This is an optimization exercise on Yosys and OpenROAD, whose aim is small area, not a production implementation. Only simulation tests tie the RTL to the original design; equivalence was not proved. The clock port is modelled as an ideal driver; clocking choices that lean on that would not hold on a real chip. No activity file was given, so power comes from the tool's default toggle rates.

**flow/flow/run.sh**
```bash
#!/bin/bash
# Own layout flow: the standard layout, with the port buffers made of the
# smallest buffer cell (buf_1) and a clock tree with larger sink clusters.
# make's full output goes to flow_make.log here; ORFS keeps each tool's log
# under orfs/logs/.
set -euo pipefail
bash standard.sh BUFFER_PORTS_ARGS="-buffer_cell sky130_fd_sc_hd__buf_1" CTS_ARGS="-sink_clustering_enable -repair_clock_nets -buf_list sky130_fd_sc_hd__clkbuf_8 -sink_clustering_size 40 -sink_clustering_max_diameter 300 -sink_buffer_max_cap_derate 0.5 -dont_use_dummy_load" finish > flow_make.log 2>&1
```
**flow/constraint.sdc**
```tcl
create_clock -name core_clock -period 4.0 [get_ports {hclk}]
set_input_delay 0.8000 -clock core_clock [delete_from_list [all_inputs] [get_ports {hclk}]]
set_output_delay 0.8000 -clock core_clock [all_outputs]
set_load 0.01 [all_outputs]
```
**flow/standard.sh**
```bash
#!/bin/bash
# synth_recipe.tcl (not shown) runs the flow's synth.tcl, then flattens the netlist and writes it again
# the make line also repeats each setting of config.mk as NAME=value (left out here)
make -C /OpenROAD-flow-scripts/flow DESIGN_CONFIG=/design/flow/config.mk WORK_HOME=/design/flow/orfs CLKGATE_MAP_FILE= SYNTH_SCRIPT=/design/flow/synth_recipe.tcl "${@:-finish}"
```
**flow/config.mk**
```make
export PLATFORM = sky130hd
export DESIGN_NAME = bridge_top
export DESIGN_NICKNAME = bridge_top
export VERILOG_FILES = /design/flow/design.v
export SDC_FILE = /design/flow/constraint.sdc
export NUM_CORES = 4
export LEC_CHECK = 0
export ABC_AREA = 1
export CAP_MARGIN = 0
export CORE_MARGIN = 2
export CORE_UTILIZATION = 65
export SLEW_MARGIN = 0
```
**flow/design.v**
```verilog
module ahb_slave(hreadyin, htrans, haddr, valid, tempselx);
  input        hreadyin;
  input  [1:0] htrans;
  input  [31:0] haddr;
  output       valid;
  output [2:0] tempselx;
  wire inwin = (haddr[31:28] == 4'b1000) & ~(haddr[27] & haddr[26]);
  assign valid = hreadyin & htrans[1] & inwin;
  assign tempselx[0] = (haddr[31:28] == 4'b1000) & (haddr[27:26] == 2'b00);
  assign tempselx[1] = (haddr[31:28] == 4'b1000) & (haddr[27:26] == 2'b01);
  assign tempselx[2] = (haddr[31:28] == 4'b1000) & (haddr[27:26] == 2'b10);
endmodule
module apb_controller(hclk, hresetn, hwrite, haddr, hwdata, valid, tempselx,
                      pwrite, penable, psel, paddr, pwdata, hr_readyout);
  input        hclk, hresetn, hwrite, valid;
  input  [31:0] haddr, hwdata;
  input  [2:0] tempselx;
  output reg   pwrite, penable, hr_readyout;
  output reg [2:0]  psel;
  output reg [31:0] paddr, pwdata;
  localparam ST_IDLE     = 3'd0,
             ST_READ     = 3'd1,
             ST_WWAIT    = 3'd2,
             ST_WRITE    = 3'd3,
             ST_WENABLE  = 3'd4,
             ST_WRITEP   = 3'd5,
             ST_WENABLEP = 3'd7;
  reg [2:0]  st, nst;
  reg [31:0] a1, a2;
  reg        w1, w2, b1, z, zz;
  wire s_idle  = (st == ST_IDLE);
  wire s_read  = (st == ST_READ);
  wire s_wwait = (st == ST_WWAIT);
  wire s_write = (st == ST_WRITE);
  wire s_wen   = (st == ST_WENABLE);
  wire s_wp    = (st == ST_WRITEP);
  wire s_wenp  = (st == ST_WENABLEP);
  wire rd = valid & ~hwrite;
  wire wr = valid &  hwrite;
  always @(*) begin
    case (st)
      ST_IDLE, ST_WENABLE: nst = wr ? ST_WWAIT : (rd ? ST_READ : ST_IDLE);
      ST_READ:     nst = ST_IDLE;
      ST_WWAIT:    nst = valid ? ST_WRITEP : ST_WRITE;
      ST_WRITE:    nst = valid ? ST_WENABLEP : ST_WENABLE;
      ST_WRITEP:   nst = ST_WENABLEP;
      ST_WENABLEP: nst = ~w2 ? ST_READ :
                         (valid & w1) ? ST_WRITEP :
                         ~valid ? ST_WRITE : ST_IDLE;
      default:     nst = ST_IDLE;
    endcase
  end
  wire big   = hwrite & b1;
  wire holdA2 = (s_wwait & valid & big) |
                (s_wenp & (~w2 | (valid ? big : ~w1)));
  wire sel2ok = ~zz;
  wire selA  = s_idle;
  wire sel1  = (s_read & ~w1) | s_wwait | s_wen;
  wire sel2  = ((s_read & w1) | s_write | s_wp | s_wenp) & sel2ok;
  wire ldD = ~(s_write | s_wp | (s_wenp & valid & ~w1));
  always @(posedge hclk) begin
    z  <= ~hresetn;
    a1 <= haddr;
    if (!holdA2) begin
      a2 <= a1;
      zz <= z;
    end
    w1 <= hwrite;
    w2 <= w1;
    b1 <= |hwdata[31:8];
    paddr  <= ({32{selA}} & haddr) | ({32{sel1}} & a1) | ({32{sel2}} & a2);
    if (ldD) pwdata <= hwdata;
    pwrite <= s_wwait | s_write | s_wp | (s_wen & w1) | (s_wenp & w2);
  end
  always @(posedge hclk) begin
    if (!hresetn) begin
      st          <= ST_IDLE;
      psel        <= 3'b000;
      penable     <= 1'b0;
      hr_readyout <= 1'b1;
    end else begin
      st          <= nst;
      psel        <= ((s_idle & rd) | (s_wen & wr) | ~(s_idle | s_wen)) ? tempselx : 3'b000;
      penable     <= s_read | s_write | s_wp;
      hr_readyout <= s_read | s_write |
                     (s_idle & ~rd) |
                     ((s_wwait | s_wen) & ~valid) |
                     (s_wp & w1) |
                     (s_wenp & ~valid & w2);
    end
  end
endmodule
module bridge_top(hclk,hresetn,hwrite,haddr,hwdata,hreadyin,htrans,prdata,pwrite,penable,psel,paddr,pwdata,hrdata,hr_readyout,hresp);
input hclk,hresetn,hwrite,hreadyin;
input [1:0]htrans;
input [31:0]haddr,hwdata,prdata;
output pwrite,penable,hr_readyout;
output [1:0]hresp;
output [2:0]psel;
output [31:0]paddr,pwdata,hrdata;
wire [2:0] tempselx;
wire valid;
ahb_slave ahb_sl(.hreadyin(hreadyin), .htrans(htrans), .haddr(haddr),
                 .valid(valid), .tempselx(tempselx));
apb_controller apb_c(.hclk(hclk), .hresetn(hresetn), .hwrite(hwrite),
                     .haddr(haddr), .hwdata(hwdata), .valid(valid),
                     .tempselx(tempselx), .pwrite(pwrite), .penable(penable),
                     .psel(psel), .paddr(paddr), .pwdata(pwdata),
                     .hr_readyout(hr_readyout));
assign hrdata = prdata;
assign hresp  = 2'b00;
endmodule
```
==> run notes, run 1 <==
Area Growth Syn to Fin 13.27%; Die Y 89.76 um; CTS tree built; GRT met3 Usage 0.05700; share of cells above drive strength 1 0.05682; CP startpoint kind input port; root buffer cell clkbuf_8; clk_skew 26.65 ps; Pwr Density 464.5 nW/um^2; CP Capture Type flip-flop; synthesized area 4781 um^2; via/cell ratio 5.045; Core Region 7176 um^2; Syn Inst Count 411; CTS resizes 0; Seq pwr share 0.642; routing usage on met1 0.2592; Layout Nets 632; status no timing/DRC/antenna violations; Post-Syn Area per Cell 11.63 um^2; CP Cell Sequence buf_1, nand2_1, nand3_1, nor2_1, o21ai_0, a21oi_4, buf_4; Power Internal 0.002008 W; largest cells by area after synthesis edfxtp_1 41%, dfxtp_1 32%, nand2_1 9.1%; H-tree Lvls 4; P_leak 2.144 nW; die area 8057 um^2; WS Path Type input port to flip-flop; hold-fix buffers at CTS 0; global route overflow 0; first-pass GRT wire length 14.50 mm; routed len/inst 14.63 um; io pins 206; Period minus WS final 2255 ps; switching power 0.0005068 W; IO Port Bufs 138; clock latency (worst-skew pair) 420 ps; Antenna Cells 0; Final Hold Fails 0; Fmax achieved 443.5 MHz; clk sinks 142; All-Layer GR Usage 0.2342; number of global-route vias before repair 3,085; worst slew pin tran 1102 ps; post-synthesis sequential area ratio 0.7307; placed cell area 5181 um^2; Residual DRC 0; Final setup viols 0; leading area contributor after synthesis edfxtp_1; DR iter-0 viols 164; hold crit path type flip-flop to flip-flop; post-synth top area share 0.4083; VDD IR max 0.3120 mV; Pins Over Slew Limit 0; width of the die 89.76 um; Final ANT Viol Nets 0; sw frac 0.2015; Comb pwr share 0.047; Rel. slew slack 0.2648; Clock power frac 0.312; Via Count 3,163; row cnt 31; antenna violations before repair 0; Max stage delay on crit path 430 ps; Worst Path Required 4040 ps; Post-DP HPWL 6.560 mm; Final period util 0.5637; total CTS buffers 17; RSZ-0062 raised after global routing false; Worst path slowest cell buf_4; global routing's busiest layer met2; drt total wl 9.175 mm; Post-CTS Setup Bufs 0; Setup TNS 0 ps; largest net degree at the start of global routing 34; Yosys reg bits 142; maxcap violations 0; final instance area 5415 um^2; deepest clock path buffer count 2; Initial Util 0.6663; critical path peak fanout 33; critical path arrival 2290 ps; First-pass DRT Iterations 4; GR Layer Usage met2 0.4047; count of different cell masters after synthesis 25; Placer Congestion 0.8308; synth warn 1; CTS clock-pin slew for the worst setup and hold paths 50 ps
## flip-flops by register name, indices dropped and copies added, names as in the netlist, 3 cells and up
signal / cells
apb_c.a1: 32
apb_c.a2: 32
apb_c.paddr: 32
apb_c.psel: 3
apb_c.pwdata: 32
apb_c.st: 3
## Yosys cell counts
library cell,number
nand2_1,116
dfxtp_1,77
edfxtp_1,65
nand3_1,45
buf_4,36
nor2_1,17
inv_1,16
nor4_1,6
o21ai_0,6
buf_2,4
a21oi_1,3
clkbuf_1,3
and2_0,2
inv_2,2
nand3b_1,2
nor3_1,2
a31oi_1,1
conb_1,1
nand2_2,1
nand3_2,1
nand4_1,1
nor2_2,1
nor3b_4,1
o21ai_1,1
o21bai_2,1
## worst paths after layout
kind              depth (start not counted)        start  slack [ps]          endpoint
setup reg to reg                          4  apb_c.st[1]        1880  apb_c.pwdata[20]
hold / removal                            0     apb_c.w1         400          apb_c.w2
setup / recovery                          7    haddr[26]        1750      apb_c.a2[31]
hold reg to reg                           0     apb_c.w1         400          apb_c.w2
## metrics by stage
step / hold WS, ps / total power [W] / instances / worst slack, ps / util
3_5_place_dp: 390.8 / 0.001764 / 610 / 1324 / 0.7221
4_1_cts: 399.7 / 0.002539 / 627 / 1760 / 0.7547
3_3_place_gp: 387.4 / 0.001759 / 610 / 1372 / 0.7221
5_1_grt: 405.1 / 0.002606 / 627 / 1595 / 0.7547
6_report: 400.3 / 0.002515 / 627 / 1745 / 0.7547
2_1_floorplan: 360.7 / 0.001726 / 412 / 682.0 / -
## power by group through the flow
stage / clock network [W] / logic (W) / registers [W]
floorplan: 0 / 0.0000645 / 0.00166
global placement: 0 / 0.000116 / 0.00164
detailed placement: 0 / 0.000119 / 0.00165
CTS: 0.000806 / 0.000119 / 0.00161
global route: 0.000854 / 0.000132 / 0.00162
finish: 0.000784 / 0.000118 / 0.00161
## worst max-delay path, delay by kind of cell
family	cells	cell delay, ps
AO/OA/AOI/OAI	2	370
buffers and inverters	2	560
AND/OR/NAND/NOR	3	530
## final cells by class
cell class / count / area (um^2)
Multi-Input combinational cell: 209 / 948.4
Inverter: 18 / 67.56
Timing Repair Buffer: 142 / 548.0
Tap cell: 99 / 123.9
Sequential cell: 142 / 3493
Clock buffer: 17 / 234.0
Fill cell: 528 / 1760
## layout by cell type, fill, tap and decap left out
| cell type | n |
|---|---|
| and2_0 | 2 |
| buf_4 | 4 |
| nand2_2 | 1 |
| buf_1 | 138 |
| edfxtp_1 | 65 |
| clkbuf_8 | 17 |
| nand3b_1 | 2 |
| nor2_1 | 17 |
| nor4_1 | 6 |
| nand2_1 | 116 |
| nand3_1 | 45 |
| a21oi_4 | 1 |
| a31oi_4 | 1 |
| o21bai_2 | 1 |
| inv_2 | 2 |
| nor3_1 | 2 |
| conb_1 | 2 |
| nand4_1 | 1 |
| nor2_2 | 1 |
| o21ai_0 | 6 |
| o21ai_1 | 1 |
| nor3b_4 | 1 |
| dfxtp_1 | 77 |
| inv_1 | 16 |
| nand3_2 | 1 |
| a21oi_1 | 2 |
## per-layer routing
layer | vias to the layer above | share of wire
met3 | 36 | 0.063
met4 | 0 | 0.042
li1 | 1560 | -
met2 | 139 | 0.52
met1 | 1428 | 0.37
met5 | - | 0
## cell families after synthesis
| kind of cell | after synthesis | synth area share |
|---|---|---|
| other | 1 | 0.0007844 |
| buffers and inverters | 61 | 0.07721 |
| flip-flops | 142 | 0.7307 |
| AND/OR/NAND/NOR | 195 | 0.1772 |
| AO/OA/AOI/OAI | 12 | 0.01413 |
==> run 2: changes to the inputs <==
--- a/flow/config.mk
+++ b/flow/config.mk
@@ -10,3 +10,4 @@
 export CORE_MARGIN = 2
-export CORE_UTILIZATION = 65
+export CORE_UTILIZATION = 80
+export PLACE_DENSITY = 0.9
 export SLEW_MARGIN = 0
==> run 2 against run 1 <==
  * Non-clock buffer count did not move
  * Clock power rose by 1%
  * Critical path depth did not move
  * Combinational power rose by 5%
  * Sequential power barely moved
  * Global-route usage rose by 9.9 points
  * Die area fell by 18%
  * Critical endpoint is now apb_c.a2[11]
  * Largest power group unchanged
==> run notes, run 2 <==
top-count cell post-synth nand2_1 (unchanged); WS Path Type input port to flip-flop (unchanged); placed cell area 5151 um^2 (was 5181 um^2); final instance area 5385 um^2 (was 5415 um^2); hold crit path type flip-flop to flip-flop (unchanged); Layout Nets 632 (unchanged); commonest non-fill, non-tap cell in the layout buf_1 (unchanged); Core Util, Final 0.9204 (was 0.7547); WP buf/inv 2 (unchanged); VDD IR max 0.3501 mV (was 0.3120 mV); hold-fix buffers at CTS 0 (unchanged); Period minus WS final 2313 ps (was 2255 ps); deepest clock path buffer count 2 (unchanged); Die Y 81.31 um (was 89.76 um); share of synthesized flip-flops with an asynchronous set or reset 0 (unchanged); HP Start apb_c.w1 (unchanged); global route overflow 0 (unchanged); antenna violations before repair 0 (unchanged); CTS tree built (unchanged); clock latency (worst-skew pair) 430 ps (was 420 ps); Fmax achieved 432.4 MHz (was 443.5 MHz); first-pass GRT wire length 15.77 mm (was 14.50 mm); Setup TNS 0 ps (unchanged); Syn Inst Count 411 (unchanged); Pwr Total 0.002536 W (was 0.002515 W); critical path arrival 2350 ps (was 2290 ps); sink of the worst hold path apb_c.w2 (unchanged); die area 6611 um^2 (was 8057 um^2); io pins 206 (unchanged); leading area contributor after synthesis edfxtp_1 (unchanged); synth warn 1 (unchanged); Via Count 3,401 (was 3,163); Final period util 0.5782 (was 0.5637); delay-heaviest family, CP simple AND/OR/NAND/NOR gates (was buffers and inverters); Final setup viols 0 (unchanged); synthesized area 4781 um^2 (unchanged); post-synth top area share 0.4083 (unchanged); Pwr Density 471.0 nW/um^2 (was 464.5 nW/um^2); First-pass DRT Iterations 5 (was 4); largest net degree at the start of global routing 34 (unchanged); top_reg_cell synth dfxtp_1 (unchanged); status no timing/DRC/antenna violations (unchanged); worst slew pin tran 1042 ps (was 1102 ps); Final Hold Fails 0 (unchanged); routed len/inst 17.38 um (was 14.63 um); Antenna Cells 0 (unchanged); count of different cell masters after synthesis 25 (unchanged); critical path peak fanout 33 (unchanged); worst hold stages 0 (unchanged); Pins Over Slew Limit 0 (unchanged); Final Non-Filler Cells 603 (was 627); Rel. slew slack 0.3056 (was 0.2648); post-synthesis sequential area ratio 0.7307 (unchanged); total CTS buffers 17 (unchanged); FF-to-FF path depth 4 (unchanged); CP Capture Type flip-flop (unchanged); Residual DRC 0 (unchanged); CP startpoint kind input port (unchanged); Worst path slowest cell buf_4 (unchanged); number of synthesized flops with an enable pin 65 (unchanged); width of the die 81.31 um (was 89.76 um); Final ANT Viol Nets 0 (unchanged); number of global-route vias before repair 3,354 (was 3,085); most used cell, CP nor2_1; top post-synthesis cells by count 116 x nand2_1, 77 x dfxtp_1, 65 x edfxtp_1 (unchanged); R2R setup slack 1780 ps (was 1880 ps); Placer Congestion 0.7941 (was 0.8308); CTS resizes 0 (unchanged); placed cells 586 (was 610); Area Growth Syn to Fin 12.64% (was 13.27%); Yosys reg bits 142 (unchanged); CP Cell Sequence buf_1, nor2_1, nand3_1, nor2_1, o21ai_0, a21oi_4, buf_4 (was buf_1, nand2_1, nand3_1, nor2_1, o21ai_0, a21oi_4, buf_4); Max stage delay on crit path 420 ps (was 430 ps); Initial Util 0.8172 (was 0.6663); Core Region 5851 um^2 (was 7176 um^2); RSZ-0062 raised after global routing false (unchanged); All-Layer GR Usage 0.3332 (was 0.2342); H-tree Lvls 4 (unchanged); CTS clock-pin slew for the worst setup and hold paths 60 ps (was 50 ps); most frequent cells in the layout 138 x buf_1, 116 x nand2_1, 77 x dfxtp_1, 65 x edfxtp_1, 45 x nand3_1 (unchanged); Post-Syn Area per Cell 11.63 um^2 (unchanged); DR iter-0 viols 270 (was 164); Worst Path Required 4040 ps (about the same); drt total wl 10.48 mm (was 9.175 mm); maxcap violations 0 (unchanged); worst reg2reg path startpoint apb_c.st[2] (was apb_c.st[1]); Levels on crit path 7 (unchanged); share of cells above drive strength 1 0.05682 (unchanged); capture point of the worst reg-to-reg path apb_c.pwdata[2] (was apb_c.pwdata[20]); largest cells by area after synthesis edfxtp_1 41%, dfxtp_1 32%, nand2_1 9.1% (unchanged); row cnt 28 (was 31); via/cell ratio 5.640 (was 5.045); IO Port Bufs 138 (unchanged); P_leak 2.144 nW (unchanged); Post-CTS Setup Bufs 0 (unchanged); clk sinks 142 (unchanged); Post-DP HPWL 7.227 mm (was 6.560 mm); root buffer cell clkbuf_8 (unchanged); clk_skew 37.05 ps (was 26.65 ps)
[run 2: worst register-to-register path, cell delays in order (launching register included)]
cell and delay (ps):
dfxtp_1 450, inv_2 110, o21ai_0 280, nor2_1 140, a31oi_4 830
[run 2: logic make-up after synthesis]
family | synth area share
other | 0.0007844
and+or+nand+nor | 0.1772
AOI/OAI and AO/OA | 0.01413
DFF | 0.7307
buffers and inverters | 0.07721
[run 2: report_power, final]
group          switching, W  internal, W
clock network      0.000422     0.000373
registers         0.0000276      0.00159
logic             0.0000792    0.0000445
[run 2: cell type report]
cell class,instances,area (um^2)
clock buffer,17,234.0
fill,224,465.4
inverter,18,67.56
multi-input combinational,209,948.4
sequential,142,3493
tap,75,93.84
timing repair buffer,142,548.0
[run 2: how the worst max path moves through the flow]
stage	startpoint	to	slack (ps)
2_1_floorplan	haddr[29]	apb_c.a2[0]	680
3_3_place_gp	haddr[27]	apb_c.a2[20]	1400
3_5_place_dp	haddr[29]	apb_c.a2[20]	1300
4_1_cts	haddr[29]	apb_c.a2[11]	1720
5_1_grt	haddr[29]	apb_c.a2[11]	1610
6_report	haddr[29]	apb_c.a2[11]	1690
[run 2: per-layer routing]
metal	wire length [um]	global-route usage
met1	3787	0.3649
met3	745	0.1167
met2	5674	0.5836
met5	0	0
met4	271	0.1441
[run 2: metrics by stage]
| step | hold slack [ps] | worst slack [ps] |
|---|---|---|
| after floorplan | 360.7 | 682.0 |
| after global placement | 383.1 | 1397 |
| after detailed placement | 388.3 | 1300 |
| after CTS | 401.4 | 1716 |
| after global routing | 408.2 | 1611 |
| final | 411.7 | 1687 |
==> run 3: changes to the inputs <==
==> flow/flow/run.sh (replaced) <==
#!/bin/bash
# Own layout flow: the standard layout, with the port buffers made of the
# smallest buffer cell (buf_1) and a clock tree with larger sink clusters.
# make's full output goes to flow_make.log here; ORFS keeps each tool's log
# under orfs/logs/.
set -euo pipefail
bash standard.sh BUFFER_PORTS_ARGS="-buffer_cell sky130_fd_sc_hd__buf_1" CTS_ARGS="-sink_clustering_enable -repair_clock_nets -buf_list sky130_fd_sc_hd__clkbuf_16 -sink_clustering_size 80 -sink_clustering_max_diameter 500 -sink_buffer_max_cap_derate 1.0 -dont_use_dummy_load" finish > flow_make.log 2>&1
--- a/flow/config.mk
+++ b/flow/config.mk
@@ -7,7 +7,5 @@
 export LEC_CHECK = 0
-export ABC_AREA = 1
-export CAP_MARGIN = 0
+export CAP_MARGIN = 20
 export CORE_MARGIN = 2
-export CORE_UTILIZATION = 80
-export PLACE_DENSITY = 0.9
-export SLEW_MARGIN = 0
+export CORE_UTILIZATION = 40
+export SLEW_MARGIN = 20
==> run 3 against run 2 <==
  * Total power grew 17%
  * Critical path depth down 1
  * Hold slack worse by 9.5 ps
  * Cell count fell by 4.5%
  * Critical path type unchanged
  * Clock skew is 18 ps lower
  * Global-route usage shrank 18 points
==> run notes, run 3 <==
status no timing/DRC/antenna violations (unchanged); deepest clock path buffer count 2 (unchanged); Final ANT Viol Nets 0 (unchanged); top_reg_cell synth dfxtp_1 (unchanged); Post-CTS Setup Bufs 0 (unchanged); CP Cell Sequence buf_1, nor4b_2, and3_1, o21ai_0, a41oi_4, buf_4 (was buf_1, nor2_1, nand3_1, nor2_1, o21ai_0, a21oi_4, buf_4); clk sinks 142 (unchanged); worst slew pin tran 806.1 ps (was 1042 ps); DR iter-0 viols 341 (was 270); Rel. slew slack 0.4619 (was 0.3056); share of synthesized flip-flops with an asynchronous set or reset 0 (unchanged); post-synthesis sequential area ratio 0.7461 (was 0.7307); switching power 0.0005913 W (was 0.0005285 W); Post-Syn Area per Cell 14.68 um^2 (was 11.63 um^2); Setup TNS 0 ps (unchanged); critical path peak fanout 18 (was 33); via/cell ratio 5.134 (was 5.640); Final Hold Fails 0 (unchanged); Antenna Cells 0 (unchanged); width of the die 112.2 um (was 81.31 um); Pwr Density 534.5 nW/um^2 (was 471.0 nW/um^2); global routing's busiest layer met2 (unchanged); Core Region 11,420 um^2 (was 5851 um^2); Setup WS post-layout 1538 ps (was 1687 ps); antenna violations before repair 0 (unchanged); io pins 206 (unchanged); GRT met3 Usage 0.04968 (was 0.1167); hold-fix buffers at CTS 0 (unchanged); Worst path slowest cell nor4b_2 (was buf_4); total CTS buffers 17 (unchanged); sw frac 0.1991 (was 0.2084); CP Capture Type flip-flop (unchanged); Post-DP HPWL 6.006 mm (was 7.227 mm); worst hold stages 0 (unchanged); Final setup viols 0 (unchanged); commonest non-fill, non-tap cell in the layout buf_1 (unchanged); post-synth top area share 0.4169 (was 0.4083); WP buf/inv 2 (unchanged); Power Internal 0.002378 W (was 0.002008 W); root buffer cell clkbuf_16 (was clkbuf_8); Fmax achieved 406.2 MHz (was 432.4 MHz); top-count cell post-synth dfxtp_1 (was nand2_1); routed len/inst 15.93 um (was 17.38 um); FF-to-FF path depth 5 (was 4); Seq pwr share 0.547 (was 0.638); Initial Util 0.4100 (was 0.8172); RSZ-0062 raised after global routing false (unchanged); number of global-route vias before repair 2,822 (was 3,354); hold crit path type flip-flop to flip-flop (unchanged); Residual DRC 0 (unchanged); drt total wl 9.176 mm (was 10.48 mm); Area Growth Syn to Fin 18.65% (was 12.64%); Comb pwr share 0.042 (was 0.049); All-Layer GR Usage 0.1483 (was 0.3332); CP startpoint kind input port (unchanged); CTS clock-pin slew for the worst setup and hold paths 50 ps (was 60 ps); clk_skew 18.90 ps (was 37.05 ps); CTS tree built (unchanged); share of cells above drive strength 1 0.06467 (was 0.05682); Yosys reg bits 142 (unchanged); synth warn 1 (unchanged); most frequent cells in the layout 138 x buf_1, 77 x dfxtp_1, 65 x edfxtp_1, 35 x inv_1, 32 x a222oi_1 (was 138 x buf_1, 116 x nand2_1, 77 x dfxtp_1, 65 x edfxtp_1, 45 x nand3_1); first-pass GRT wire length 14.39 mm (was 15.77 mm); global route overflow 0 (unchanged); row cnt 39 (was 28); CTS resizes 0 (unchanged); First-pass DRT Iterations 7 (was 5); GR Layer Usage met2 0.2165 (was 0.5836); leading area contributor after synthesis edfxtp_1 (unchanged); Via Count 2,957 (was 3,401); Worst Path Required 4080 ps (was 4040 ps); P_leak 2.192 nW (was 2.144 nW); Placer Congestion 0.8144 (was 0.7941); Levels on crit path 6 (was 7); die area 12,590 um^2 (was 6611 um^2); critical path arrival 2540 ps (was 2350 ps); IO Port Bufs 138 (unchanged); H-tree Lvls 4 (unchanged); clock latency (worst-skew pair) 410 ps (was 430 ps); WS Path Type input port to flip-flop (unchanged); Period minus WS final 2462 ps (was 2313 ps); placed cell area 5130 um^2 (was 5151 um^2); number of synthesized flops with an enable pin 65 (unchanged); delay-heaviest family, CP simple AND/OR/NAND/NOR gates (unchanged); Syn Inst Count 319 (was 411); Max stage delay on crit path 550 ps (was 420 ps); Pins Over Slew Limit 0 (unchanged); synthesized area 4682 um^2 (was 4781 um^2); routing usage on met1 0.1918 (was 0.3649); Die Y 112.2 um (was 81.31 um); VDD IR max 0.4008 mV (was 0.3501 mV); top post-synthesis cells by count 77 x dfxtp_1, 65 x edfxtp_1, 35 x inv_1 (was 116 x nand2_1, 77 x dfxtp_1, 65 x edfxtp_1); Layout Nets 537 (was 632); Post-Place Setup Slack 1090 ps (was 1300 ps); count of different cell masters after synthesis 40 (was 25); maxcap violations 0 (unchanged); Pwr Total 0.002969 W (was 0.002536 W); final instance area 5555 um^2 (was 5385 um^2); largest net degree at the start of global routing 33 (was 34); Clock power frac 0.411 (was 0.313); Final period util 0.6154 (was 0.5782); largest cells by area after synthesis edfxtp_1 42%, dfxtp_1 33%, a222oi_1 6.8% (was edfxtp_1 41%, dfxtp_1 32%, nand2_1 9.1%)
==> run 3: final cells by class <==
cell class	instances	area (um^2)
Inverter	35	131.4
Fill cell	1044	5863
Tap cell	143	178.9
Timing Repair Buffer	144	563.0
Sequential cell	142	3493
Clock buffer	17	425.4
Multi-Input combinational cell	95	763.2
==> run 3: path summary, 6_finish.rpt <==
kind,start,to,slack (ps)
hold / removal,apb_c.z,apb_c.zz,400
setup / recovery,haddr[30],apb_c.a2[26],1540
hold reg to reg,apb_c.z,apb_c.zz,400
setup reg to reg,apb_c.st[0],apb_c.paddr[7],1580
==> run 3: worst register-to-register path: stages, from the launching register on <==
cell and delay [ps]:
dfxtp_1 840, nor2b_1 150, o31a_1 550, buf_4 320, a222oi_1 380, inv_1 70
==> run 3: cells by family (layout without fill, tap and decap cells) <==
logic type                Yosys count  after routing  synth area share
AOI/OAI and AO/OA                  56             56            0.1010
DFF                               142            142            0.7461
xor gates and xnor gates            1              1          0.001871
other                               1              2         0.0008009
and+or+nand+nor                    35             35           0.04864
muxes                               1              1          0.002138
buffers and inverters              83            196           0.09941
==> run 3: power by group through the flow <==
| stage | registers (W) | clock network, W | logic [W] |
|---|---|---|---|
| detailed placement | 0.00165 | 0 | 0.000125 |
| global placement | 0.00165 | 0 | 0.000123 |
| CTS | 0.00162 | 0.00126 | 0.000125 |
| floorplan | 0.00167 | 0 | 0.0000694 |
| global route | 0.00163 | 0.00131 | 0.000138 |
| finish | 0.00162 | 0.00122 | 0.000124 |
==> run 3: per-layer routing <==
layer  wire (um)  part of all wire
met3         622             0.068
met2        4245              0.46
met5           0                 0
met1        4046              0.44
met4         261             0.028
==> run 3: metrics by stage <==
step           utilization  instances  hold WS, ps
2_1_floorplan            -        320        385.5
3_3_place_gp        0.4487        559        393.0
3_5_place_dp        0.4493        559        405.0
4_1_cts             0.4865        576        402.9
5_1_grt             0.4865        576        422.7
6_report            0.4865        576        402.3
==> run 4: changes to the inputs <==
==> flow/flow/run.sh (replaced) <==
#!/bin/bash
# Own layout flow: the standard layout, with the port buffers made of the
# smallest buffer cell (buf_1) instead of the one buffer_ports picks itself.
# make's full output goes to flow_make.log here; ORFS keeps each tool's log
# under orfs/logs/.
set -euo pipefail
bash standard.sh BUFFER_PORTS_ARGS="-buffer_cell sky130_fd_sc_hd__buf_1" finish > flow_make.log 2>&1
--- a/flow/config.mk
+++ b/flow/config.mk
@@ -10,2 +10,3 @@
 export CORE_UTILIZATION = 40
+export CTS_BUF_LIST = sky130_fd_sc_hd__clkbuf_8
 export SLEW_MARGIN = 20
==> run 4 against run 3 <==
  * Hold slack better by 4.7 ps
  * Area after synthesis unchanged
  * Utilization down 0.34 points
  * Combinational power about the same
  * Synthesized cell count unchanged
  * Critical endpoint is now apb_c.paddr[7]
  * Largest cell class unchanged
==> run notes, run 4 <==
worst slew pin tran 815.0 ps (was 806.1 ps); Final Hold Fails 0 (unchanged); RSZ-0062 raised after global routing false (unchanged); hold crit path type flip-flop to flip-flop (unchanged); Yosys reg bits 142 (unchanged); io pins 206 (unchanged); All-Layer GR Usage 0.1508 (was 0.1483); Post-Syn Area per Cell 14.68 um^2 (unchanged); number of global-route vias before repair 2,887 (was 2,822); count of different cell masters after synthesis 40 (unchanged); Core Region 11,420 um^2 (unchanged); Fmax achieved 409.2 MHz (was 406.2 MHz); maxcap violations 0 (unchanged); top_reg_cell synth dfxtp_1 (unchanged); synth warn 1 (unchanged); Layout Nets 537 (unchanged); DR iter-0 viols 332 (was 341); via/cell ratio 5.071 (was 5.134); clock latency (worst-skew pair) 450 ps (was 410 ps); Fillers 1,065 (was 1,044); share of synthesized flip-flops with an asynchronous set or reset 0 (unchanged); H-tree Lvls 4 (unchanged); drt total wl 9.315 mm (was 9.176 mm); CTS clock-pin slew for the worst setup and hold paths 80 ps (was 50 ps); Placer Congestion 0.8144 (unchanged); Final period util 0.6110 (was 0.6154); Final setup viols 0 (unchanged); CP startpoint kind flip-flop (was input port); Period minus WS final 2444 ps (was 2462 ps); Max stage delay on crit path 860 ps (was 550 ps); Via Count 2,997 (was 2,957); WHS 406.9 ps (was 402.3 ps); critical path peak fanout 24 (was 18); clk sinks 142 (unchanged); Antenna Cells 0 (unchanged); P_leak 2.181 nW (was 2.192 nW); critical path arrival 2780 ps (was 2540 ps); post-synthesis sequential area ratio 0.7461 (unchanged); largest net degree at the start of global routing 33 (unchanged); total CTS buffers 17 (unchanged); routed len/inst 15.76 um (was 15.93 um); commonest non-fill, non-tap cell in the layout buf_1 (unchanged); placed cells 559 (unchanged); Syn Inst Count 319 (unchanged); Rel. slew slack 0.4559 (was 0.4619); largest cells by area after synthesis edfxtp_1 42%, dfxtp_1 33%, a222oi_1 6.8% (unchanged); antenna violations before repair 0 (unchanged); IO Port Bufs 138 (unchanged); root buffer cell clkbuf_8 (was clkbuf_16); First-pass DRT Iterations 7 (unchanged); CTS tree built (unchanged); first-pass GRT wire length 14.64 mm (was 14.39 mm); die area 12,590 um^2 (unchanged); Worst Path Required 4340 ps (was 4080 ps); row cnt 39 (unchanged); Area Growth Syn to Fin 17.82% (was 18.65%); global route overflow 0 (unchanged); CP Capture Type flip-flop (unchanged); CTS resizes 0 (unchanged); top post-synthesis cells by count 77 x dfxtp_1, 65 x edfxtp_1, 35 x inv_1 (unchanged); Initial Util 0.4100 (unchanged); Worst path slowest cell dfxtp_1 (was nor4b_2); clk_skew 8.273 ps (was 18.90 ps); status no timing/DRC/antenna violations (unchanged); Pins Over Slew Limit 0 (unchanged); Setup TNS 0 ps (unchanged); leading area contributor after synthesis edfxtp_1 (unchanged); share of cells above drive strength 1 0.09598 (was 0.06467); Post-Place Setup Slack 1090 ps (unchanged); top-count cell post-synth dfxtp_1 (unchanged); Die Y 112.2 um (unchanged); deepest clock path buffer count 2 (unchanged); post-synth top area share 0.4169 (unchanged); Post-DP HPWL 6.006 mm (unchanged); WS Path Type flip-flop to flip-flop (was input port to flip-flop); Post-CTS Setup Bufs 0 (unchanged); hold-fix buffers at CTS 0 (unchanged); width of the die 112.2 um (unchanged); VDD IR max 0.3362 mV (was 0.4008 mV); CP Cell Sequence nor2b_1, o31a_1, buf_4, a222oi_1, inv_1 (was buf_1, nor4b_2, and3_1, o21ai_0, a41oi_4, buf_4); Core Util, Final 0.4831 (was 0.4865); Setup WS post-layout 1556 ps (was 1538 ps); Pwr Density 517.8 nW/um^2 (was 534.5 nW/um^2); Final ANT Viol Nets 0 (unchanged); synthesized area 4682 um^2 (unchanged); Final Non-Filler Cells 591 (was 576); Residual DRC 0 (unchanged); most frequent cells in the layout 138 x buf_1, 77 x dfxtp_1, 65 x edfxtp_1, 35 x inv_1, 32 x a222oi_1 (unchanged); number of synthesized flops with an enable pin 65 (unchanged)
## run 4: cell counts after synthesis
No cell type changed its count.
## run 4: cell type report
| type | instances | area [um^2] | share of cell area |
|---|---|---|---|
| clock buffers | 19 | 261.5 | 0.04740 |
| clock inverters | 13 | 125.1 | 0.02268 |
| inverters | 35 | 131.4 | 0.02381 |
| multi-input cells | 95 | 763.2 | 0.1384 |
| flip-flops and latches | 142 | 3493 | 0.6333 |
| well taps | 143 | 178.9 | 0.03243 |
| repair buffers | 144 | 563.0 | 0.1021 |
## run 4: path summary, 6_finish.rpt
path               start              to  slack, ps  cells after the start
min reg2reg      apb_c.z        apb_c.zz        410                      0
max          apb_c.st[0]  apb_c.paddr[7]       1560                      5
min              apb_c.z        apb_c.zz        410                      0
max reg2reg  apb_c.st[0]  apb_c.paddr[7]       1560                      5
## run 4: through the flow
| step | power, W | area (um^2) |
|---|---|---|
| global placement | 0.001771 | 5124 |
| detailed placement | 0.001777 | 5130 |
| CTS | 0.002897 | 5517 |
| finish | 0.002856 | 5517 |
| floorplan | 0.001736 | 4686 |
| global route | 0.002971 | 5517 |
## run 4: metal layers
metal	track usage	routed length, um
met1	0.1929	4000
met2	0.2217	4412
met3	0.04644	652
met4	0.09919	249
met5	0	0
## run 4: logic make-up (layout without fill, tap and decap cells)
family                    count (synthesis)  in the layout  synth area share
AOI/OAI and AO/OA                        56             56            0.1010
muxes                                     1              1          0.002138
xor gates and xnor gates                  1              1          0.001871
and+or+nand+nor                          35             35           0.04864
buffers and inverters                    83            211           0.09941
DFF                                     142            142            0.7461
other                                     1              2         0.0008009
## run 4: worst max-delay path: cells and delay by family, from the launching register on
kind	cells	cell delay, ps
and+or+nand+nor	1	140
DFF	1	860
buffers and inverters	2	380
AOI/OAI and AO/OA	2	930
## run 4: where the power goes
group          total (W)  leakage (nW)  internal [W]  switching, W
Combinational   0.000124         0.648     0.0000497     0.0000744
Sequential       0.00162          1.33       0.00159     0.0000284
Clock            0.00111         0.198      0.000538      0.000576
Total            0.00286          2.18       0.00218      0.000678
==> run 5: changes to the inputs <==
==> flow/flow/run.sh (replaced) <==
#!/bin/bash
# Own layout flow: the standard layout (standard.sh, standard synthesis),
# with two changes:
#  - the port buffers are the smallest buffer cell (buf_1) rather than the one
#    buffer_ports picks itself;
#  - the clock tree is built by flow/clock_tree.tcl (run as ORFS's PRE_CTS_TCL
#    hook): the register clock pins are grouped by position, one leaf buffer
#    per group, all leaves driven by one root buffer; TritonCTS skips it.
# make's full output goes to flow_make.log here; ORFS keeps each tool's log
# under orfs/logs/.
set -euo pipefail
bash standard.sh BUFFER_PORTS_ARGS="-buffer_cell sky130_fd_sc_hd__buf_1" \
  PRE_CTS_TCL="$PWD/flow/clock_tree.tcl" OWN_CTS_LEAF=sky130_fd_sc_hd__clkbuf_16 \
  OWN_CTS_ROOT=sky130_fd_sc_hd__clkbuf_8 OWN_CTS_MAX_SINKS=36 finish > flow_make.log 2>&1
==> flow/flow/clock_tree.tcl (new file) <==
# Hand-built clock tree, run before ORFS's CTS step (PRE_CTS_TCL).
# The register clock pins are split into groups by position (k-means); each
# group gets one leaf clock buffer at its centre, and the leaves are driven by
# one root buffer (the clock port itself then feeds a single cell). The nets
# made here are then skipped by clock_tree_synthesis.
set leaf_cell   $::env(OWN_CTS_LEAF)
set root_cell   $::env(OWN_CTS_ROOT)
set max_sinks   $::env(OWN_CTS_MAX_SINKS)

set block [ord::get_db_block]
set clk_net [$block findNet hclk]
set sinks {}
foreach it [$clk_net getITerms] {
  if {[$it isInputSignal]} { lappend sinks $it }
}
set n [llength $sinks]
set k [expr {int(ceil(double($n) / $max_sinks))}]
puts "own clock tree: $n sinks, $k leaf buffers of $leaf_cell"

# positions
set px {}; set py {}
foreach it $sinks {
  set inst [$it getInst]
  set bb [$inst getBBox]
  lappend px [expr {([$bb xMin] + [$bb xMax]) / 2.0}]
  lappend py [expr {([$bb yMin] + [$bb yMax]) / 2.0}]
}
# k-means, seeded by sorting along x then y (deterministic), capacity-limited
set order [lsort -real -indices $px]
set cx {}; set cy {}
for {set c 0} {$c < $k} {incr c} {
  set i [lindex $order [expr {int(($c + 0.5) * $n / $k)}]]
  lappend cx [lindex $px $i]; lappend cy [lindex $py $i]
}
set cap [expr {int(ceil(double($n) / $k))}]
for {set iter 0} {$iter < 30} {incr iter} {
  # assign: greedy by distance with capacity
  set pairs {}
  for {set i 0} {$i < $n} {incr i} {
    for {set c 0} {$c < $k} {incr c} {
      set d [expr {abs([lindex $px $i] - [lindex $cx $c]) + abs([lindex $py $i] - [lindex $cy $c])}]
      lappend pairs [list $d $i $c]
    }
  }
  set pairs [lsort -real -index 0 $pairs]
  set assign [lrepeat $n -1]
  set count [lrepeat $k 0]
  foreach p $pairs {
    lassign $p d i c
    if {[lindex $assign $i] >= 0} continue
    if {[lindex $count $c] >= $cap} continue
    lset assign $i $c
    lset count $c [expr {[lindex $count $c] + 1}]
  }
  set sx [lrepeat $k 0.0]; set sy [lrepeat $k 0.0]
  for {set i 0} {$i < $n} {incr i} {
    set c [lindex $assign $i]
    lset sx $c [expr {[lindex $sx $c] + [lindex $px $i]}]
    lset sy $c [expr {[lindex $sy $c] + [lindex $py $i]}]
  }
  for {set c 0} {$c < $k} {incr c} {
    set m [lindex $count $c]
    if {$m > 0} {
      lset cx $c [expr {[lindex $sx $c] / $m}]
      lset cy $c [expr {[lindex $sy $c] / $m}]
    }
  }
}
set dbu [$block getDbUnitsPerMicron]
set new_nets {}
set leaf_pins {}
for {set c 0} {$c < $k} {incr c} {
  set pins {}
  for {set i 0} {$i < $n} {incr i} {
    if {[lindex $assign $i] == $c} {
      set it [lindex $sinks $i]
      lappend pins [get_pins "[[$it getInst] getName]/[[$it getMTerm] getName]"]
    }
  }
  set x [expr {[lindex $cx $c] / $dbu}]
  set y [expr {[lindex $cy $c] / $dbu}]
  set buf [insert_buffer -buffer_cell $leaf_cell -net hclk -load_pins $pins \
             -location [list $x $y] -buffer_name "ownclk_leaf_$c" -net_name "ownclk_n_$c"]
  set bname [get_full_name $buf]
  puts "  leaf $c: [llength $pins] sinks at ($x, $y): $bname"
  set bi [$block findInst $bname]
  lappend new_nets [[[$bi findITerm X] getNet] getName]
  lappend leaf_pins [get_pins "$bname/A"]
}
if {$root_cell != "none"} {
  # root next to the centre of the leaves
  set x 0.0; set y 0.0
  foreach a $cx { set x [expr {$x + $a}] }
  foreach a $cy { set y [expr {$y + $a}] }
  set x [expr {$x / $k / $dbu}]; set y [expr {$y / $k / $dbu}]
  set buf [insert_buffer -buffer_cell $root_cell -net hclk -load_pins $leaf_pins \
    -location [list $x $y] -buffer_name "ownclk_root" -net_name "ownclk_r"]
  set bi [$block findInst [get_full_name $buf]]
  lappend new_nets [[[$bi findITerm X] getNet] getName]
}
foreach nn [concat hclk $new_nets] {
  [$block findNet $nn] setSigType CLOCK
}
set_cts_config -skip_nets [concat hclk $new_nets]
set_propagated_clock [all_clocks]
--- a/flow/config.mk
+++ b/flow/config.mk
@@ -7,6 +7,5 @@
 export LEC_CHECK = 0
-export CAP_MARGIN = 20
+export CAP_MARGIN = 0
 export CORE_MARGIN = 2
-export CORE_UTILIZATION = 40
-export CTS_BUF_LIST = sky130_fd_sc_hd__clkbuf_8
-export SLEW_MARGIN = 20
+export CORE_UTILIZATION = 65
+export SLEW_MARGIN = 0
==> run 5 against run 4 <==
  * Die area down 37%
  * Cell area down 6.3%
  * Fmax fell by 1.7%
  * Synthesized cell count unchanged
  * First-iteration DRC count shrank 24%
  * Sequential power about the same
==> run notes, run 5 <==
status no timing/DRC/antenna violations (unchanged); worst reg2reg path startpoint apb_c.st[0] (unchanged); Post-Syn Area per Cell 14.68 um^2 (unchanged); Fmax achieved 402.4 MHz (was 409.2 MHz); largest cells by area after synthesis edfxtp_1 42%, dfxtp_1 33%, a222oi_1 6.8% (unchanged); clk_skew 10.48 ps (was 8.273 ps); Final setup viols 0 (unchanged); Post-CTS Setup Bufs 0 (unchanged); Post-DP HPWL 6.120 mm (was 6.006 mm); Residual DRC 0 (unchanged); routed len/inst 16.89 um (was 15.76 um); Fillers 480 (was 1,065); critical path arrival 2510 ps (was 2780 ps); WS Path Type input port to flip-flop (was flip-flop to flip-flop); Final ANT Viol Nets 0 (unchanged); CTS clock-pin slew for the worst setup and hold paths 120 ps (was 80 ps); antenna violations before repair 0 (unchanged); global routing's busiest layer met2 (unchanged); Via Count 2,858 (was 2,997); worst hold stages 0 (unchanged); maxcap violations 0 (unchanged); Layout Nets 524 (was 537); die area 7898 um^2 (was 12,590 um^2); hold-fix buffers at CTS 0 (unchanged); post-synthesis sequential area ratio 0.7461 (unchanged); clock latency (worst-skew pair) 370 ps (was 450 ps); Rel. slew slack 0.4766 (was 0.4559); critical path peak fanout 33 (was 24); P_leak 2.031 nW (was 2.181 nW); via/cell ratio 5.539 (was 5.071); Setup TNS 0 ps (unchanged); FF-to-FF path depth 4 (was 5); share of synthesized flip-flops with an asynchronous set or reset 0 (unchanged); commonest non-fill, non-tap cell in the layout buf_1 (unchanged); First-pass DRT Iterations 6 (was 7); multi-input logic area 757.0 um^2 (was 763.2 um^2); io pins 206 (unchanged); top post-synthesis cells by count 77 x dfxtp_1, 65 x edfxtp_1, 35 x inv_1 (unchanged); Final period util 0.6213 (was 0.6110); Yosys reg bits 142 (unchanged); GRT met3 Usage 0.01866 (was 0.04644); GR Layer Usage met2 0.3847 (was 0.2217); first-pass GRT wire length 13.03 mm (was 14.64 mm); crit path from haddr[30] (was apb_c.st[0]); CTS resizes 0 (unchanged); top_reg_cell synth dfxtp_1 (unchanged); width of the die 88.87 um (was 112.2 um); RSZ-0062 raised after global routing false (unchanged); CP startpoint kind input port (was flip-flop); worst slew pin tran 784.0 ps (was 815.0 ps); Period minus WS final 2485 ps (was 2444 ps); Antenna Cells 0 (unchanged); Initial Util 0.6816 (was 0.4100); count of different cell masters after synthesis 40 (unchanged); Setup WS post-layout 1515 ps (was 1556 ps); CP Capture Type flip-flop (unchanged); All-Layer GR Usage 0.2129 (was 0.1508); Pins Over Slew Limit 0 (unchanged); Worst Path Required 4030 ps (was 4340 ps); hold crit path type flip-flop to flip-flop (unchanged); post-synth top area share 0.4169 (unchanged); IO Port Bufs 138 (unchanged); leading area contributor after synthesis edfxtp_1 (unchanged); HP Start apb_c.z (unchanged); Area Growth Syn to Fin 10.45% (was 17.82%); Die Y 88.87 um (was 112.2 um); largest net degree at the start of global routing 37 (was 33); Final Hold Fails 0 (unchanged); row cnt 30 (was 39); number of synthesized flops with an enable pin 65 (unchanged); VDD IR max 0.3246 mV (was 0.3362 mV); register area 3493 um^2 (unchanged); number of global-route vias before repair 2,692 (was 2,887); most frequent cells in the layout 138 x buf_1, 77 x dfxtp_1, 65 x edfxtp_1, 35 x inv_1, 32 x a222oi_1 (unchanged); top-count cell post-synth dfxtp_1 (unchanged); Core Region 6869 um^2 (was 11,420 um^2); Post-Place Setup Slack 1144 ps (was 1090 ps); routing usage on met1 0.2742 (was 0.1929); synth warn 1 (unchanged); synthesized area 4682 um^2 (unchanged); Pwr Density 448.3 nW/um^2 (was 517.8 nW/um^2); share of cells above drive strength 1 0.03571 (was 0.09598); Placer Congestion 0.8584 (was 0.8144); global route overflow 0 (unchanged); DR iter-0 viols 252 (was 332); drt total wl 8.717 mm (was 9.315 mm); Syn Inst Count 319 (unchanged)
## run 5: cell counts after synthesis
Identical to the previous run, type by type.
## run 5: final cells by class, without the clock buffers
class | instances | share of cell area
inverters | 35 | 0.02541
multi-input cells | 95 | 0.1464
well taps | 96 | 0.02323
repair buffers | 143 | 0.1074
flip-flops and latches | 142 | 0.6755
## run 5: worst max-delay path, stage by stage
cell	delay, ps
buf_1	110
nor4b_2	430
and3_1	320
o21ai_0	160
a41oi_4	230
buf_4	430
## run 5: report_power, final
group / internal, W / switching [W]
clock: 0.000207 / 0.000369
combinational: 0.0000496 / 0.0000756
sequential: 0.00159 / 0.0000269
## run 5: cell families after synthesis
group	after synthesis	share of synthesized area
buf+inv	83	0.09941
xor+xnor	1	0.001871
flops	142	0.7461
mux	1	0.002138
other cells	1	0.0008009
compound gates	56	0.1010
simple gates	35	0.04864
## run 5: metal layers
metal | routed length (um) | share of wire | up-vias
met5 | 0 | 0 | -
met4 | 273 | 0.031 | 0
met3 | 648 | 0.074 | 37
met2 | 4552 | 0.52 | 135
met1 | 3242 | 0.37 | 1323
li1 | - | - | 1363
## run 5: per-stage QoR
stage	util	hold slack [ps]	std cells	area [um^2]	total power [W]
after floorplan	-	385.5	320	4686	0.001736
after global placement	0.7362	386.7	511	5057	0.001770
after detailed placement	0.7362	403.3	511	5057	0.001777
after CTS	0.7528	432.3	516	5171	0.002340
after global routing	0.7528	432.2	516	5171	0.002395
final	0.7528	424.0	516	5171	0.002318
## run 5: final timing paths
path	slack [ps]	endpoint
worst min-delay path	420	apb_c.zz
worst min register to register	420	apb_c.zz
worst max-delay path	1510	apb_c.a2[2]
worst max register to register	1810	apb_c.a2[2]
==> run 6: changes to the inputs <==
--- a/flow/flow/run.sh
+++ b/flow/flow/run.sh
@@ -13,2 +13,2 @@
   PRE_CTS_TCL="$PWD/flow/clock_tree.tcl" OWN_CTS_LEAF=sky130_fd_sc_hd__clkbuf_16 \
-  OWN_CTS_ROOT=sky130_fd_sc_hd__clkbuf_8 OWN_CTS_MAX_SINKS=36 finish > flow_make.log 2>&1
+  OWN_CTS_ROOT=sky130_fd_sc_hd__none OWN_CTS_MAX_SINKS=36 finish > flow_make.log 2>&1
==> run 6 against run 5 <==
  * Area after synthesis did not move
  * Synthesized cell count did not move
  * The flow now stops in clock tree synthesis (4_1_cts)
==> run notes, run 6 <==
status did not finish (was no timing/DRC/antenna violations); Exit stage clock tree synthesis (4_1_cts); stop err [ERROR STA-0119] liberty cell 'sky130_fd_sc_hd__none' not found.; largest cells by area after synthesis edfxtp_1 42%, dfxtp_1 33%, a222oi_1 6.8% (unchanged); top_reg_cell synth dfxtp_1 (unchanged); synthesized area 4682 um^2 (unchanged); io pins 206 (unchanged); leading area contributor after synthesis edfxtp_1 (unchanged); Post-DP HPWL 6.120 mm (unchanged); Initial Util 0.6816 (unchanged); Die Y 88.87 um (unchanged); row cnt 30 (unchanged); top-count cell post-synth dfxtp_1 (unchanged); Post-Syn Area per Cell 14.68 um^2 (unchanged); Yosys reg bits 142 (unchanged); post-synthesis sequential area ratio 0.7461 (unchanged); Post-Place Setup Slack 1144 ps (unchanged); top post-synthesis cells by count 77 x dfxtp_1, 65 x edfxtp_1, 35 x inv_1 (unchanged); post-synth top area share 0.4169 (unchanged); width of the die 88.87 um (unchanged); synth warn 1 (unchanged); Syn Inst Count 319 (unchanged); placed cell area 5057 um^2 (unchanged); number of synthesized flops with an enable pin 65 (unchanged); count of different cell masters after synthesis 40 (unchanged); IO Port Bufs 138 (unchanged); share of synthesized flip-flops with an asynchronous set or reset 0 (unchanged); Placer Congestion 0.8584 (unchanged)
## run 6: cell counts after synthesis
No cell type changed its count.
## run 6: kinds of logic after synthesis
kind of cell / after synthesis / share of synthesized area
compound gates: 56 / 0.1010
buf+inv: 83 / 0.09941
xor+xnor: 1 / 0.001871
simple gates: 35 / 0.04864
mux: 1 / 0.002138
other cells: 1 / 0.0008009
flops: 142 / 0.7461
## run 6: worst min path at each step
stage | startpoint | endpoint | slack (ps) | cells after the start
after floorplan | apb_c.z | apb_c.zz | 390 | 0
after global placement | apb_c.z | apb_c.zz | 390 | 0
after detailed placement | apb_c.z | apb_c.zz | 400 | 0
## run 6: power by group through the flow
| stage | registers (W) | logic, W | clock network [W] |
|---|---|---|---|
| global placement | 0.00165 | 0.000122 | 0 |
| floorplan | 0.00167 | 0.0000694 | 0 |
| detailed placement | 0.00165 | 0.000126 | 0 |
## run 6: metrics by stage
| step | std cells | hold slack (ps) |
|---|---|---|
| 3_5_place_dp | 511 | 403.3 |
| 3_3_place_gp | 511 | 386.7 |
| 2_1_floorplan | 320 | 385.5 |
==> run 7: changes to the inputs <==
--- a/flow/flow/clock_tree.tcl
+++ b/flow/flow/clock_tree.tcl
@@ -89,3 +89,3 @@
 }
-if {$root_cell != "none"} {
+if {![string match *none $root_cell]} {
   # root next to the centre of the leaves
--- a/flow/config.mk
+++ b/flow/config.mk
@@ -7,2 +7,3 @@
 export LEC_CHECK = 0
+export ABC_CLOCK_PERIOD_IN_PS = 20000
 export CAP_MARGIN = 0
==> run 7 against run 6 <==
  * The run now finishes clean
  * Area after synthesis unchanged
  * Synthesized cell count unchanged
==> run notes, run 7 <==
Post-DP HPWL 6.120 mm (unchanged); CP startpoint kind input port; capture point of the worst reg-to-reg path apb_c.a2[20]; largest cells by area after synthesis edfxtp_1 42%, dfxtp_1 33%, a222oi_1 6.8% (unchanged); Worst Path Required 3840 ps; post-synth top area share 0.4169 (unchanged); maxcap violations 0; Levels on crit path 6; critical path arrival 2510 ps; Syn Inst Count 319 (unchanged); Yosys reg bits 142 (unchanged); Post-Place Setup Slack 1144 ps (unchanged); die area 7898 um^2; hold crit path type flip-flop to flip-flop; Post-Syn Area per Cell 14.68 um^2 (unchanged); status no timing/DRC/antenna violations (was did not finish); First-pass DRT Iterations 8; Core Region 6869 um^2; R2R setup slack 1810 ps; io pins 206 (unchanged); CTS resizes 0; Core Util, Final 0.7508; number of global-route vias before repair 2,689; Antenna Cells 0; Die Y 88.87 um (unchanged); critical path peak fanout 33; via/cell ratio 5.555; crit path to apb_c.a2[20]; routed len/inst 16.90 um; FF-to-FF path depth 4; width of the die 88.87 um (unchanged); antenna violations before repair 0; IO Port Bufs 138 (unchanged); Final Hold Fails 0; Setup TNS 0 ps; Final ANT Viol Nets 0; Final period util 0.6688; Initial Util 0.6816 (unchanged); Final setup viols 0; WS Path Type input port to flip-flop; top_reg_cell synth dfxtp_1 (unchanged); Pins Over Slew Limit 0; global route overflow 0; Rel. slew slack 0.4856; Max stage delay on crit path 430 ps; commonest non-fill, non-tap cell in the layout buf_1; share of cells above drive strength 1 0.03341; post-synthesis sequential area ratio 0.7461 (unchanged); clock latency (worst-skew pair) 180 ps; Area Growth Syn to Fin 10.16%; All-Layer GR Usage 0.2117; WP buf/inv 2; Placer Congestion 0.8584 (unchanged); Post-CTS Setup Bufs 0; number of synthesized flops with an enable pin 65 (unchanged); Layout Nets 523; Via Count 2,861; WHS 424.0 ps; P_leak 2.023 nW; VDD IR max 0.3249 mV; top post-synthesis cells by count 77 x dfxtp_1, 65 x edfxtp_1, 35 x inv_1 (unchanged); Fillers 480; count of different cell masters after synthesis 40 (unchanged); first-pass GRT wire length 12.97 mm; share of synthesized flip-flops with an asynchronous set or reset 0 (unchanged); Residual DRC 0; leading area contributor after synthesis edfxtp_1 (unchanged); RSZ-0062 raised after global routing false; row cnt 30 (unchanged); drt total wl 8.701 mm; top-count cell post-synth dfxtp_1 (unchanged); CP Capture Type flip-flop; worst reg2reg path startpoint apb_c.st[0]; worst slew pin tran 770.6 ps; Pwr Density 438.3 nW/um^2; CTS clock-pin slew for the worst setup and hold paths 120 ps; clk_skew 9.228 ps; synthesized area 4682 um^2 (unchanged); CP Cell Sequence buf_1, nor4b_2, and3_1, o21ai_0, a41oi_4, buf_4; synth warn 1 (unchanged); hold-fix buffers at CTS 0; largest net degree at the start of global routing 37; Setup WS post-layout 1325 ps; delay-heaviest family, CP simple AND/OR/NAND/NOR gates; most frequent cells in the layout 138 x buf_1, 77 x dfxtp_1, 65 x edfxtp_1, 35 x inv_1, 32 x a222oi_1; crit path from haddr[30]; Worst path slowest cell nor4b_2; Fmax achieved 373.8 MHz; Period minus WS final 2675 ps; DR iter-0 viols 270
-- run 7: cell counts after synthesis --
Identical to the previous run, type by type.
-- run 7: layout make-up, without the clock buffers --
cell class,instances,area [um^2],share of cell area
timing repair buffer,143,555.5,0.1077
tap,96,120.1,0.02329
inverter,35,131.4,0.02547
sequential,142,3493,0.6773
multi-input combinational,95,757.0,0.1468
-- run 7: routing by layer --
layer | GRT usage | share of wire | vias up
li1 | - | - | 1361
met1 | 0.2742 | 0.37 | 1327
met2 | 0.3847 | 0.53 | 140
met3 | 0.01586 | 0.067 | 33
met4 | 0.05923 | 0.029 | 0
met5 | 0 | 0 | -
-- run 7: worst min path at each step --
stage / startpoint / endpoint / slack (ps) / depth (start not counted)
after CTS: apb_c.z / apb_c.zz / 430 / 0
after floorplan: apb_c.z / apb_c.zz / 390 / 0
after global routing: apb_c.z / apb_c.zz / 430 / 0
final: apb_c.z / apb_c.zz / 420 / 0
after global placement: apb_c.z / apb_c.zz / 390 / 0
after detailed placement: apb_c.z / apb_c.zz / 400 / 0
-- run 7: cells by family after synthesis --
group	after synthesis	share of synthesized area
compound gates	56	0.1010
mux	1	0.002138
flops	142	0.7461
buf+inv	83	0.09941
xor+xnor	1	0.001871
other cells	1	0.0008009
simple gates	35	0.04864
-- run 7: where the power goes --
part / leakage, nW / switching, W / total (W) / internal [W]
clock network: 0.0493 / 0.000330 / 0.000518 / 0.000188
registers: 1.33 / 0.0000269 / 0.00162 / 0.00159
logic: 0.640 / 0.0000757 / 0.000125 / 0.0000496
-- run 7: metrics by stage --
| step | cells | instance area (um^2) | total power [W] |
|---|---|---|---|
| global placement | 511 | 5057 | 0.001770 |
| CTS | 515 | 5157 | 0.002273 |
| global route | 515 | 5157 | 0.002330 |
| detailed placement | 511 | 5057 | 0.001777 |
| finish | 515 | 5157 | 0.002260 |
| floorplan | 320 | 4686 | 0.001736 |
==> run 8: changes to the inputs <==
--- a/flow/config.mk
+++ b/flow/config.mk
@@ -7,3 +7,2 @@
 export LEC_CHECK = 0
-export ABC_CLOCK_PERIOD_IN_PS = 20000
 export CAP_MARGIN = 0
==> run 8 against run 7 <==
  * Still clean on timing, DRC and antenna
  * Synthesized cell count unchanged
  * Total power did not move
  * Via count unchanged
  * Cell count unchanged
  * Hold slack did not move
  * Critical endpoint unchanged
==> run notes, run 8 <==
Final Hold Fails 0 (unchanged); antenna violations before repair 0 (unchanged); Setup TNS 0 ps (unchanged); synth warn 1 (unchanged); Worst Path Required 3840 ps (about the same); Final setup viols 0 (unchanged); capture point of the worst reg-to-reg path apb_c.a2[20] (unchanged); Final ANT Viol Nets 0 (unchanged); die area 7898 um^2 (unchanged); first-pass GRT wire length 12.97 mm (unchanged); drt total wl 8.701 mm (unchanged); leading area contributor after synthesis edfxtp_1 (unchanged); R2R setup slack 1810 ps (about the same); top post-synthesis cells by count 77 x dfxtp_1, 65 x edfxtp_1, 35 x inv_1 (unchanged); placed cell area 5057 um^2 (unchanged); status no timing/DRC/antenna violations (unchanged); Final Non-Filler Cells 515 (unchanged); global route overflow 0 (unchanged); maxcap violations 0 (unchanged); First-pass DRT Iterations 8 (unchanged); CTS clock-pin slew for the worst setup and hold paths 120 ps (about the same); top_reg_cell synth dfxtp_1 (unchanged); post-synthesis sequential area ratio 0.7461 (unchanged); Antenna Cells 0 (unchanged); Die Y 88.87 um (unchanged); hold crit path type flip-flop to flip-flop (unchanged); Yosys reg bits 142 (unchanged); Period minus WS final 2675 ps (unchanged); commonest non-fill, non-tap cell in the layout buf_1 (unchanged); largest cells by area after synthesis edfxtp_1 42%, dfxtp_1 33%, a222oi_1 6.8% (unchanged); number of synthesized flops with an enable pin 65 (unchanged); hold-fix buffers at CTS 0 (unchanged); Post-CTS Setup Bufs 0 (unchanged); DR iter-0 viols 270 (unchanged); Residual DRC 0 (unchanged); WS Path Type input port to flip-flop (unchanged); CTS resizes 0 (unchanged); CP startpoint kind input port (unchanged); worst reg2reg path startpoint apb_c.st[0] (unchanged); CP Capture Type flip-flop (unchanged); Pins Over Slew Limit 0 (unchanged); clock latency (worst-skew pair) 180 ps (about the same); Post-Syn Area per Cell 14.68 um^2 (unchanged); Max stage delay on crit path 430 ps (about the same); critical path peak fanout 33 (unchanged); largest net degree at the start of global routing 37 (unchanged); Area Growth Syn to Fin 10.16% (unchanged); All-Layer GR Usage 0.2117 (unchanged); VDD IR max 0.3249 mV (unchanged); Core Util, Final 0.7508 (unchanged); via/cell ratio 5.555 (unchanged); width of the die 88.87 um (unchanged); Layout Nets 523 (unchanged); Post-DP HPWL 6.120 mm (unchanged); Fmax achieved 373.8 MHz (unchanged); placed cells 511 (unchanged); Via Count 2,861 (unchanged); sink of the worst hold path apb_c.zz (unchanged); IO Port Bufs 138 (unchanged); Initial Util 0.6816 (unchanged); HP Start apb_c.z (unchanged); Fillers 480 (unchanged); worst slew pin tran 770.6 ps (unchanged); Syn Inst Count 319 (unchanged); number of global-route vias before repair 2,689 (unchanged); io pins 206 (unchanged); final instance area 5157 um^2 (unchanged); delay-heaviest family, CP simple AND/OR/NAND/NOR gates (unchanged); routed len/inst 16.90 um (unchanged); clk_skew 9.228 ps (unchanged); share of cells above drive strength 1 0.03341 (unchanged); row cnt 30 (unchanged); WP buf/inv 2 (unchanged); Rel. slew slack 0.4856 (unchanged); CP Cell Sequence buf_1, nor4b_2, and3_1, o21ai_0, a41oi_4, buf_4 (unchanged); Pwr Density 438.3 nW/um^2 (unchanged); critical path arrival 2510 ps (about the same); count of different cell masters after synthesis 40 (unchanged); post-synth top area share 0.4169 (unchanged); top-count cell post-synth dfxtp_1 (unchanged); FF-to-FF path depth 4 (unchanged); Worst path slowest cell nor4b_2 (unchanged); Final period util 0.6688 (unchanged); RSZ-0062 raised after global routing false (unchanged); worst hold stages 0 (unchanged); share of synthesized flip-flops with an asynchronous set or reset 0 (unchanged); Placer Congestion 0.8584 (unchanged); Post-Place Setup Slack 1144 ps (unchanged); most frequent cells in the layout 138 x buf_1, 77 x dfxtp_1, 65 x edfxtp_1, 35 x inv_1, 32 x a222oi_1 (unchanged); Core Region 6869 um^2 (unchanged); Setup WS post-layout 1325 ps (unchanged); P_leak 2.023 nW (unchanged); synthesized area 4682 um^2 (unchanged)
==> run 8: cell counts after synthesis <==
No cell type changed its count.
==> run 8: per-layer routing <==
metal  global-route usage  wire [um]  up-vias
li1                     -          -     1361
met1               0.2742       3239     1327
met2               0.3847       4627      140
met3              0.01586        581       33
met4              0.05923        252        0
met5                    0          0        -
==> run 8: layout make-up, without the clock buffers <==
cell class,instances,area (um^2),share of cell area
sequential,142,3493,0.6773
timing repair buffer,143,555.5,0.1077
inverter,35,131.4,0.02547
tap,96,120.1,0.02329
multi-input combinational,95,757.0,0.1468
==> run 8: how the worst max path moves through the flow <==
stage | startpoint | end | depth (start not counted)
2_1_floorplan | haddr[30] | apb_c.a2[0] | 5
3_3_place_gp | haddr[30] | apb_c.a2[6] | 6
3_5_place_dp | haddr[30] | apb_c.a2[8] | 6
4_1_cts | haddr[30] | apb_c.a2[12] | 6
5_1_grt | haddr[30] | apb_c.a2[13] | 6
6_report | haddr[30] | apb_c.a2[20] | 6
==> run 8: cell families after synthesis <==
family	share of synthesized area
compound gates	0.1010
mux	0.002138
xor+xnor	0.001871
other cells	0.0008009
buf+inv	0.09941
simple gates	0.04864
flops	0.7461
==> run 8: power by group <==
group          internal [W]  switching [W]  total [W]
clock network      0.000188       0.000330   0.000518
registers           0.00159      0.0000269    0.00162
logic             0.0000496      0.0000757   0.000125
==> run 8: worst reg2reg max path, stage by stage (launching register included) <==
cell     delay [ps]
dfxtp_1         840
nand2_1         190
nor4b_1         220
a41oi_4         160
buf_4           430
==> run 8: through the flow <==
stage               total power [W]  hold WS [ps]
floorplan                  0.001736         385.5
global placement           0.001770         386.7
detailed placement         0.001777         403.3
CTS                        0.002273         432.3
global route               0.002330         432.2
finish                     0.002260         424.0

[separate check: timing with driven ports]
How much do the figures lean on ideal ports? The routed layouts below were timed once more, with nothing changed but the port constraints.
Step 1 assumes that a clkbuf_16 drives the clock port and a buf_2 every other input.
Step 2, shift: input delay + t, output delay - t, t = (earliest + latest rising clock arrival at the registers) / 2. This alone moves slack from input paths to output paths.
Slacks: no drivers / after step 1 / after step 2; pairs: no drivers / after step 1.
run	t (ns)	slack for setup (ns)	slew at the worst register clock pin (ns)
run 1	0.436	1.745 / 1.758 / 1.322	0.08 / 0.08
run 2	0.439	1.687 / 1.684 / 1.245	0.08 / 0.08
run 3	0.444	1.538 / 1.556 / 1.112	0.06 / 0.06
run 4	0.476	1.556 / 1.556 / 1.126	0.08 / 0.08
run 5	0.397	1.515 / 1.517 / 1.121	0.12 / 0.12
run 7	0.249	1.325 / 1.371 / 1.122	0.12 / 0.12
run 8	0.249	1.325 / 1.371 / 1.122	0.12 / 0.12
After both steps every run listed still meets setup and hold. The setup slack of run 2, which loses most, moves by -0.003 ns with the drivers and by -0.442 ns with both steps.
